This design comes from an exercise in tuning for small area, a short achievable clock period and few clock cycles per item on the open sky130 flow, not from production work.
Function not checked in this run: the RTL went through the layout flow alone.

==> design/flow/run.sh <==
#!/bin/bash
# synth_recipe.tcl (not shown) runs the flow's synth.tcl, then flattens the netlist and writes it again
# the make line also repeats each setting of config.mk as NAME=value (left out here)
make -C /OpenROAD-flow-scripts/flow DESIGN_CONFIG=/design/flow/config.mk WORK_HOME=/design/flow/orfs CLKGATE_MAP_FILE= SYNTH_SCRIPT=/design/flow/synth_recipe.tcl finish
==> design/flow/constraint.sdc <==
create_clock -name core_clock -period 12.0 [get_ports {clk}]
set_input_delay 2.4000 -clock core_clock [delete_from_list [all_inputs] [get_ports {clk}]]
set_output_delay 2.4000 -clock core_clock [all_outputs]
set_load 0.01 [all_outputs]
==> design/flow/design.v <==
`timescale 1ns/1ps
module e0 (x, y);
	input [31:0] x;
	output [31:0] y;
	assign y = {x[1:0],x[31:2]} ^ {x[12:0],x[31:13]} ^ {x[21:0],x[31:22]};
endmodule
module e1 (x, y);
	input [31:0] x;
	output [31:0] y;
	assign y = {x[5:0],x[31:6]} ^ {x[10:0],x[31:11]} ^ {x[24:0],x[31:25]};
endmodule
module ch (x, y, z, o);
	input [31:0] x, y, z;
	output [31:0] o;
	assign o = z ^ (x & (y ^ z));
endmodule
module maj (x, y, z, o);
	input [31:0] x, y, z;
	output [31:0] o;
	assign o = (x & y) | (z & (x | y));
endmodule
module s0 (x, y);
	input [31:0] x;
	output [31:0] y;
	assign y[31:29] = x[6:4] ^ x[17:15];
	assign y[28:0] = {x[3:0], x[31:7]} ^ {x[14:0],x[31:18]} ^ x[31:3];
endmodule
module s1 (x, y);
	input [31:0] x;
	output [31:0] y;
	assign y[31:22] = x[16:7] ^ x[18:9];
	assign y[21:0] = {x[6:0],x[31:17]} ^ {x[8:0],x[31:19]} ^ x[31:10];
endmodule
module csa32 (x, y, z, s, c);
	input [31:0] x, y, z;
	output [31:0] s, c;
	wire [31:0] m = (x & y) | (z & (x | y));
	assign s = x ^ y ^ z;
	assign c = {m[30:0], 1'b0};
endmodule
module add32 (a, b, y);
	input [31:0] a, b;
	output [31:0] y;
	wire [31:0] p0 = a ^ b;
	wire [31:0] g0 = a & b;
	wire [31:0] g1 = g0 | (p0 & {g0[30:0], 1'b0});
	wire [31:0] p1 = p0 & {p0[30:0], 1'b0};
	wire [31:0] g2 = g1 | (p1 & {g1[29:0], 2'b0});
	wire [31:0] p2 = p1 & {p1[29:0], 2'b0};
	wire [31:0] g3 = g2 | (p2 & {g2[27:0], 4'b0});
	wire [31:0] p3 = p2 & {p2[27:0], 4'b0};
	wire [31:0] g4 = g3 | (p3 & {g3[23:0], 8'b0});
	wire [31:0] p4 = p3 & {p3[23:0], 8'b0};
	wire [31:0] g5 = g4 | (p4 & {g4[15:0], 16'b0});
	assign y = p0 ^ {g5[30:0], 1'b0};
endmodule
`timescale 1ns/1ps
module sha256_transform (
	input             clk,
	input             rst,
	input      [255:0] midstate,
	input      [95:0]  data,
	output     [31:0]  h7,        
	output reg         s127,      
	output     [31:0]  nonce      
);
	localparam [31:0] IV0 = 32'h6a09e667, IV1 = 32'hbb67ae85, IV2 = 32'h3c6ef372, IV3 = 32'ha54ff53a,
	                  IV4 = 32'h510e527f, IV5 = 32'h9b05688c, IV6 = 32'h1f83d9ab, IV7 = 32'h5be0cd19;
	reg [6:0]  st;
	reg [31:0] A, B, C, E, F, G;
	reg [31:0] PS, PC, QS, QC;
	reg [31:0] X [0:15];
	reg [31:0] msel;
	reg [31:0] nonce_w;
	wire [31:0] mid [0:7];
	genvar gi;
	generate
		for (gi = 0; gi < 8; gi = gi + 1) begin : MID
			assign mid[gi] = midstate[32*gi +: 32];
		end
	endgenerate
	reg [31:0] kc;
	always @* begin
		case (st)
			7'd0: kc = 32'h71374491;
			7'd1: kc = 32'hb5c0fbcf;
			7'd2: kc = 32'he9b5dba5;
			7'd3: kc = 32'h3956c25b;
			7'd4: kc = 32'h59f111f1;
			7'd5: kc = 32'h923f82a4;
			7'd6: kc = 32'hab1c5ed5;
			7'd7: kc = 32'hd807aa98;
			7'd8: kc = 32'h12835b01;
			7'd9: kc = 32'h243185be;
			7'd10: kc = 32'h550c7dc3;
			7'd11: kc = 32'h72be5d74;
			7'd12: kc = 32'h80deb1fe;
			7'd13: kc = 32'h9bdc06a7;
			7'd14: kc = 32'hc19bf174;
			7'd15: kc = 32'he49b69c1;
			7'd16: kc = 32'hefbe4786;
			7'd17: kc = 32'h0fc19dc6;
			7'd18: kc = 32'h240ca1cc;
			7'd19: kc = 32'h2de92c6f;
			7'd20: kc = 32'h4a7484aa;
			7'd21: kc = 32'h5cb0a9dc;
			7'd22: kc = 32'h76f988da;
			7'd23: kc = 32'h983e5152;
			7'd24: kc = 32'ha831c66d;
			7'd25: kc = 32'hb00327c8;
			7'd26: kc = 32'hbf597fc7;
			7'd27: kc = 32'hc6e00bf3;
			7'd28: kc = 32'hd5a79147;
			7'd29: kc = 32'h06ca6351;
			7'd30: kc = 32'h14292967;
			7'd31: kc = 32'h27b70a85;
			7'd32: kc = 32'h2e1b2138;
			7'd33: kc = 32'h4d2c6dfc;
			7'd34: kc = 32'h53380d13;
			7'd35: kc = 32'h650a7354;
			7'd36: kc = 32'h766a0abb;
			7'd37: kc = 32'h81c2c92e;
			7'd38: kc = 32'h92722c85;
			7'd39: kc = 32'ha2bfe8a1;
			7'd40: kc = 32'ha81a664b;
			7'd41: kc = 32'hc24b8b70;
			7'd42: kc = 32'hc76c51a3;
			7'd43: kc = 32'hd192e819;
			7'd44: kc = 32'hd6990624;
			7'd45: kc = 32'hf40e3585;
			7'd46: kc = 32'h106aa070;
			7'd47: kc = 32'h19a4c116;
			7'd48: kc = 32'h1e376c08;
			7'd49: kc = 32'h2748774c;
			7'd50: kc = 32'h34b0bcb5;
			7'd51: kc = 32'h391c0cb3;
			7'd52: kc = 32'h4ed8aa4a;
			7'd53: kc = 32'h5b9cca4f;
			7'd54: kc = 32'h682e6ff3;
			7'd55: kc = 32'h748f82ee;
			7'd56: kc = 32'h78a5636f;
			7'd57: kc = 32'h84c87814;
			7'd58: kc = 32'h8cc70208;
			7'd59: kc = 32'h90befffa;
			7'd60: kc = 32'ha4506ceb;
			7'd61: kc = 32'hbef9a3f7;
			7'd62: kc = 32'hc67178f2;
			7'd63: kc = 32'h00000000;
			7'd64: kc = 32'h00000000;
			7'd65: kc = 32'h428a2f98;
			7'd66: kc = 32'h71374491;
			7'd67: kc = 32'hb5c0fbcf;
			7'd68: kc = 32'he9b5dba5;
			7'd69: kc = 32'h3956c25b;
			7'd70: kc = 32'h59f111f1;
			7'd71: kc = 32'h923f82a4;
			7'd72: kc = 32'hab1c5ed5;
			7'd73: kc = 32'hd807aa98;
			7'd74: kc = 32'h12835b01;
			7'd75: kc = 32'h243185be;
			7'd76: kc = 32'h550c7dc3;
			7'd77: kc = 32'h72be5d74;
			7'd78: kc = 32'h80deb1fe;
			7'd79: kc = 32'h9bdc06a7;
			7'd80: kc = 32'hc19bf174;
			7'd81: kc = 32'he49b69c1;
			7'd82: kc = 32'hefbe4786;
			7'd83: kc = 32'h0fc19dc6;
			7'd84: kc = 32'h240ca1cc;
			7'd85: kc = 32'h2de92c6f;
			7'd86: kc = 32'h4a7484aa;
			7'd87: kc = 32'h5cb0a9dc;
			7'd88: kc = 32'h76f988da;
			7'd89: kc = 32'h983e5152;
			7'd90: kc = 32'ha831c66d;
			7'd91: kc = 32'hb00327c8;
			7'd92: kc = 32'hbf597fc7;
			7'd93: kc = 32'hc6e00bf3;
			7'd94: kc = 32'hd5a79147;
			7'd95: kc = 32'h06ca6351;
			7'd96: kc = 32'h14292967;
			7'd97: kc = 32'h27b70a85;
			7'd98: kc = 32'h2e1b2138;
			7'd99: kc = 32'h4d2c6dfc;
			7'd100: kc = 32'h53380d13;
			7'd101: kc = 32'h650a7354;
			7'd102: kc = 32'h766a0abb;
			7'd103: kc = 32'h81c2c92e;
			7'd104: kc = 32'h92722c85;
			7'd105: kc = 32'ha2bfe8a1;
			7'd106: kc = 32'ha81a664b;
			7'd107: kc = 32'hc24b8b70;
			7'd108: kc = 32'hc76c51a3;
			7'd109: kc = 32'hd192e819;
			7'd110: kc = 32'hd6990624;
			7'd111: kc = 32'hf40e3585;
			7'd112: kc = 32'h106aa070;
			7'd113: kc = 32'h19a4c116;
			7'd114: kc = 32'h1e376c08;
			7'd115: kc = 32'h2748774c;
			7'd116: kc = 32'h34b0bcb5;
			7'd117: kc = 32'h391c0cb3;
			7'd118: kc = 32'h4ed8aa4a;
			7'd119: kc = 32'h5b9cca4f;
			7'd120: kc = 32'h682e6ff3;
			7'd121: kc = 32'h748f82ee;
			7'd122: kc = 32'h78a5636f;
			7'd123: kc = 32'h84c87814;
			7'd124: kc = 32'h8cc70208;
			7'd125: kc = 32'hec9fcd13;
			7'd126: kc = 32'h00000000;
			7'd127: kc = 32'h428a2f98;
			default: kc = 32'h0;
		endcase
	end
	wire [6:0] nst = st + 7'd1;
	wire [6:0] nxt = rst ? 7'd123 : nst;    
	reg s0, s63, s64, s65, s65x, s126, sld, smm, smm1, smm3;
	reg xy, xd0, xd1, xd2, xn, k31, k280, k100;
	always @(posedge clk) begin
		s0   <= nxt == 7'd0;
		s63  <= nxt == 7'd63;
		s64  <= nxt == 7'd64;
		s65  <= nxt == 7'd65;
		s65x <= nxt == 7'd65;
		s126 <= nxt == 7'd126;
		s127 <= nxt == 7'd127;
		sld  <= nxt[6:2] == 5'b11111;               
		smm  <= nxt[6:3] == 4'b1000;                
		smm1 <= nxt[6:3] == 4'b1000;
		smm3 <= nxt[6:3] == 4'b1000;
		xy   <= (nxt >= 7'd14 && nxt <= 7'd71) || (nxt >= 7'd80 && nxt <= 7'd125);
		xd2  <= nxt == 7'd0;
		xn   <= nxt == 7'd1;
		k31  <= nxt == 7'd2 || nxt == 7'd72;
		k280 <= nxt == 7'd13;
		k100 <= nxt == 7'd79;
		xd0  <= nxt == 7'd126;
		xd1  <= nxt == 7'd127;
	end
	wire [31:0] S0, S1, CH, MJ;
	e0  e0_blk  (A, S0);
	e1  e1_blk  (E, S1);
	ch  ch_blk  (E, F, G, CH);
	maj maj_blk (A, B, C, MJ);
	wire [31:0] ra_s1, ra_c1, rb_s1, rb_c1, ra_s2, ra_c2, ra_s3, ra_c3;
	csa32 ra1 (S0, S1, CH, ra_s1, ra_c1);
	csa32 rb1 (PS, PC, MJ, rb_s1, rb_c1);
	csa32 ra2 (ra_s1, ra_c1, rb_s1, ra_s2, ra_c2);
	csa32 ra3 (ra_s2, ra_c2, rb_c1, ra_s3, ra_c3);
	wire [31:0] re_s1, re_c1, re_s2, re_c2;
	csa32 re1 (QS, QC, S1, re_s1, re_c1);
	csa32 re2 (re_s1, re_c1, CH, re_s2, re_c2);
	wire [31:0] a_next, e_next;
	add32 ra (ra_s3, ra_c3, a_next);
	add32 re (re_s2, re_c2, e_next);
	assign h7 = E;
	assign nonce = nonce_w;
	wire [31:0] Gp = s65x ? IV7 : G;
	wire [31:0] Cp = s65x ? IV3 : C;
	wire [31:0] p_s, p_c, q_s, q_c;
	csa32 pq1 (Gp, kc, X[0], p_s, p_c);
	csa32 pq2 (p_s, p_c, Cp, q_s, q_c);
	wire [31:0] ws0, ws1;
	s0 s0_blk (X[14], ws0);
	s1 s1_blk (X[1], ws1);
	wire [31:0] op1 = smm1 ? 32'd0 : ws1;
	wire [31:0] op2 = smm ? msel : X[6];
	wire [31:0] op3 = smm3 ? 32'd0 : ws0;
	wire [31:0] op4 = X[15];
	wire [31:0] y_s1, y_c1, y_s2, y_c2, Y;
	csa32 y1 (op4, op2, op3, y_s1, y_c1);
	csa32 y2 (y_s1, y_c1, op1, y_s2, y_c2);
	add32 ya (y_s2, y_c2, Y);
	wire [31:0] x0_next = ({32{xy}} & Y) | ({32{xd0}} & data[31:0]) | ({32{xd1}} & data[63:32]) |
	                      ({32{xd2}} & data[95:64]) | ({32{xn}} & nonce_w) |
	                      {k31, 21'd0, k280, k100, k280, 7'd0};
	wire [2:0] midx = nst[5] ? {1'b0, ~nst[1:0]} : nst[2:0];
	integer i;
	always @(posedge clk) begin
		st <= nxt;
		if (rst)
			nonce_w <= 32'hffffffff;
		else if (s0)
			nonce_w <= nonce_w + 32'd1;
		msel <= mid[midx];
		A <= sld ? msel : s65 ? IV0 : a_next;
		B <= s65 ? IV1 : A;
		C <= s65 ? IV2 : B;
		E <= s127 ? mid[4] : s65 ? IV4 : e_next;
		F <= s126 ? mid[6] : s127 ? mid[5] : s65 ? IV5 : E;
		G <= s126 ? mid[7] : s65 ? IV6 : F;
		PS <= p_s;
		PC <= p_c;
		QS <= q_s;
		QC <= q_c;
		X[0] <= x0_next;
		for (i = 1; i < 16; i = i + 1)
			X[i] <= X[i-1];
		if (s63)
			X[15] <= a_next;
		if (s64)
			X[15] <= B;
		if (s63) begin
			X[12] <= C;
			X[8]  <= G;
		end
		if (s64) begin
			X[14] <= C;
			X[10] <= G;
		end
		if (s65) begin
			X[12] <= G;
			X[13] <= F;
		end
	end
endmodule
`timescale 1ns/1ps
module fpgaminer_top (clk, rst, midstate, data, mask, golden_nonce, golden_valid);
   input clk;
   input rst;
   input [255:0] midstate;
   input [95:0]  data;
   input [31:0]  mask;
   output [31:0] golden_nonce;
   output reg 	 golden_valid;
   wire [31:0] 	 h7;
   wire 	 s127;
   wire [31:0] 	 nonce;
   sha256_transform uut (
			 .clk(clk),
			 .rst(rst),
			 .midstate(midstate),
			 .data(data),
			 .h7(h7),
			 .s127(s127),
			 .nonce(nonce)
			 );
   reg 		 primed;
   always @(posedge clk) begin
      if (rst)
	primed <= 1'b0;
      else if (s127)
	primed <= 1'b1;
      golden_valid <= !rst && primed && s127 && ((h7 & mask) == 32'd0);
   end
   assign golden_nonce = nonce;
endmodule
==> design/flow/config.mk <==
export PLATFORM = sky130hd
export DESIGN_NAME = fpgaminer_top
export DESIGN_NICKNAME = fpgaminer_top
export VERILOG_FILES = /design/flow/design.v
export SDC_FILE = /design/flow/constraint.sdc
export NUM_CORES = 4
export LEC_CHECK = 0
export CAP_MARGIN = 20
export CORE_MARGIN = 2
export CORE_UTILIZATION = 45
export PLACE_DENSITY = 0.6
export SLEW_MARGIN = 20
==> summary.txt <==
## final cells by class
| cell class | instances | share of cell area (%) |
|---|---|---|
| Multi-Input combinational cell | 3461 | 47.12 |
| Sequential cell | 948 | 32.64 |
| Timing Repair Buffer | 487 | 8.117 |
| Clock buffer | 127 | 4.748 |
| Inverter | 489 | 3.160 |
| Tap cell | 1414 | 3.039 |
| Clock inverter | 50 | 1.131 |
| Antenna cell | 10 | 0.04299 |
## layer usage
metal	track usage (%)	vias up
li1	-	18361
met1	52.41	20300
met2	53.61	2160
met3	8.887	445
met4	17.18	4
met5	0	-
## cells in the final DEF, fill, tap and decap left out, types with 50 or more instances in the layout
cell,count
dfxtp_1,941
inv_1,484
clkdlybuf4s50_1,418
nand2_1,400
o21ai_0,370
fa_1,306
nor2_1,261
xnor2_1,258
a21oi_1,253
mux2_2,144
ha_1,120
mux2i_1,109
clkbuf_16,100
xor2_1,98
nand3_1,93
nand2b_1,90
nor2b_1,76
buf_4,66
a31oi_1,61
o211ai_1,59
nor3_1,56
a21o_1,52
and3_1,51
a211oi_1,50
## cell families (layout without fill, tap and decap cells)
group | after synthesis | in the layout | share of synthesized area, %
and+or+nand+nor | 1167 | 1167 | 11.12
xor gates and xnor gates | 361 | 361 | 6.398
buffers and inverters | 835 | 1153 | 6.502
AOI/OAI and AO/OA | 1246 | 1246 | 16.63
adders and majority gates | 434 | 434 | 15.56
other | 0 | 10 | 0
muxes | 253 | 253 | 5.476
DFF | 948 | 948 | 38.31
## state kept, by name (all words and copies together), names as in the netlist, 7 cells and up
register	count
uut.X	512
uut.A	32
uut.B	32
uut.C	32
uut.E	32
uut.F	32
uut.G	32
uut.PS	32
uut.QS	32
uut.msel	32
uut.nonce_w	32
uut.pq1.y	32
uut.PC	31
uut.QC	31
uut.st	7
## critical path, delay by kind of cell
kind            cells  cell delay [ns]
compound gates      3             0.89
simple gates        3             1.46
fa+ha+maj           1             0.40
buf+inv             5             1.87
## path summary, 6_finish.rpt
check | startpoint | endpoint | cells after the start
min reg2reg | uut.X[2][21]$_DFF_P_ | uut.X[3][21]$_DFF_P_ | 0
max reg2reg | uut.E[27]$_DFF_P_ | uut.X[15][28]$_DFF_P_ | 18
max | rst | uut.pq1.y[20]$_DFF_P_ | 12
min | uut.X[2][21]$_DFF_P_ | uut.X[3][21]$_DFF_P_ | 0
## metrics by stage
| step | hold slack (ns) | utilization (%) |
|---|---|---|
| floorplan | 0.3096 | - |
| global placement | 0.3096 | 50.23 |
| detailed placement | 0.3121 | 50.23 |
| global route | 0.3143 | 53.38 |
| finish | 0.3127 | 53.40 |
| CTS | 0.3113 | 53.37 |
==> impl_metrics.ini <==
[run_status]
status = finished clean

[worst_hold_path]
hp-class = flop to flop

[logic_synthesis]
yosysWarnings = 4
synth.largest_area_cell = dfxtp_1
async_flop_share_pct = 0
synth_area_leaders = dfxtp_1 38%, fa_1 12%, xnor2_1 4.6%, o21ai_0 3.7%, inv_1 3.7%
ys_ff_latch = 948
syn_area_per_cell_um2 = 9.446
synth_cells = 5244
netlist_area_um2 = 49540
synth_common_cells = 948 x dfxtp_1, 484 x inv_1, 400 x nand2_1
ys_types = 87
seq_area_frac_synth_pct = 38.31
yosysMostFrequentCell = dfxtp_1
synth_top_area_share_pct = 38.31
synth_edf_count = 0
syn_nets = 6056
ys.flop_type = dfxtp_1

[placed_design]
gp_congestion = 1.027
pre_cts_ws_ns = 4.957
dp.cells = 6798
dpl_cell_area_um2 = 54760
hpwlAfterDp_mm = 162.7
port_buffers = 418

[floorplan]
die_h_um = 335.8
fp-row-count = 121
die_w_um = 335.8
start_util_pct = 45.44
io_pins = 419
die-area_um2 = 112700
core_um2 = 109000

[clock_network]
clkSinkCount = 948
root_buffer = clkbuf_16
cts_hold_buffers = 0
cts.repair.resized = 0
path_clk_slew_ns = 0.07
post_cts_buffers = 0
cts_tree = built
cts_inserted_buffers = 99
clock_path_buffers = 3
clk_latency_ns = 0.72
htree_levels = 3

[drt]
drt_iter0_drc = 4618
drtPass1Iterations = 8
final_antenna_net_count = 0
top_layer_used = met5
drt-total-wl_mm = 212.2
met2WireLength_mm = 87.36
met1_length_mm = 92.74
wl_per_cell_um = 30.37
vias = 41270
vias_per_cell = 5.908
wl_met3_mm = 21.00
drcViolationCount = 0

[sta]
slew_headroom_pct = 17.70
worstMarginPinSlew_ns = 1.230
post-route-period-util_pct = 54.83
fin_skew_ns = 0.05402
finalSetupTns_ns = 0
fin_crit_ns = 6.580
finalSetupViolations = 0
fmax_ghz = 0.1520
setup_ws_ns = 5.420
rsz0062_at_grt = no
final-max-slew-violation-count = 0
finalHoldViolCount = 0

[setup_path]
cp_max_fo = 29
worstSetupPathType = primary input to flop
cp.required_ns = 12.50
cp_cell_sequence = clkdlybuf4s50_1 -> buf_4 -> nor2_1 -> inv_1 -> ha_1 -> buf_4 -> nand2_1 -> buf_4 -> nand4_1 -> o41ai_1 -> o311ai_0 -> o21ai_0
path_common_cell = buf_4
worst_setup_path_start_kind = primary input
cp_data_arrival_time_ns = 7.08
cpMaxStageDelayCell = nor2_1
critPathCaptureType = flop
cpPeakStageDelay_ns = 0.79
rrSetupSlack_ns = 5.69

[cells_and_area]
drive_gt1_share_pct = 8.414
finalNonFillerCells = 6986
postLayoutCellArea_um2 = 58210
multi_input_area_um2 = 27430
regArea_um2 = 19000
fill_cells = 10085
nets = 6298
area_growth_pct = 17.51

[grt]
antenna_found_initial = 16
grt_pass1_wl_mm = 299.8
track_usage_pct = 37.18
grt_max_degree = 179
grt_overflow = 0
grt_pass1_vias = 40147

[run]
drv_cap = 0

port drivers added, routing unchanged:
How much do the figures lean on ideal ports? The routed layout below was timed once more, with nothing changed but the port constraints.
Step 1 sets driving cells, clkbuf_16 on the clock port and buf_2 on the other inputs (assumed; they add their load-dependent delay and slew).
Step 2 times the ports against the registers' clock, not the clock port: input delays grow and output delays shrink by t, the midpoint of the rising clock arrivals with the driver on.
a / b / c = ideal ports / drivers / drivers and shift; a / b = the first two.
t (ns): 0.774
setup slack, ns: 5.420 / 5.478 / 4.704
clock arrival spread, ns: 0.056 / 0.056
worst register clock-pin slew, ns: 0.07 / 0.07
After both steps this run still meets setup and hold. For this run, drivers alone change the setup slack by +0.058 ns; drivers and shift together by -0.716 ns.
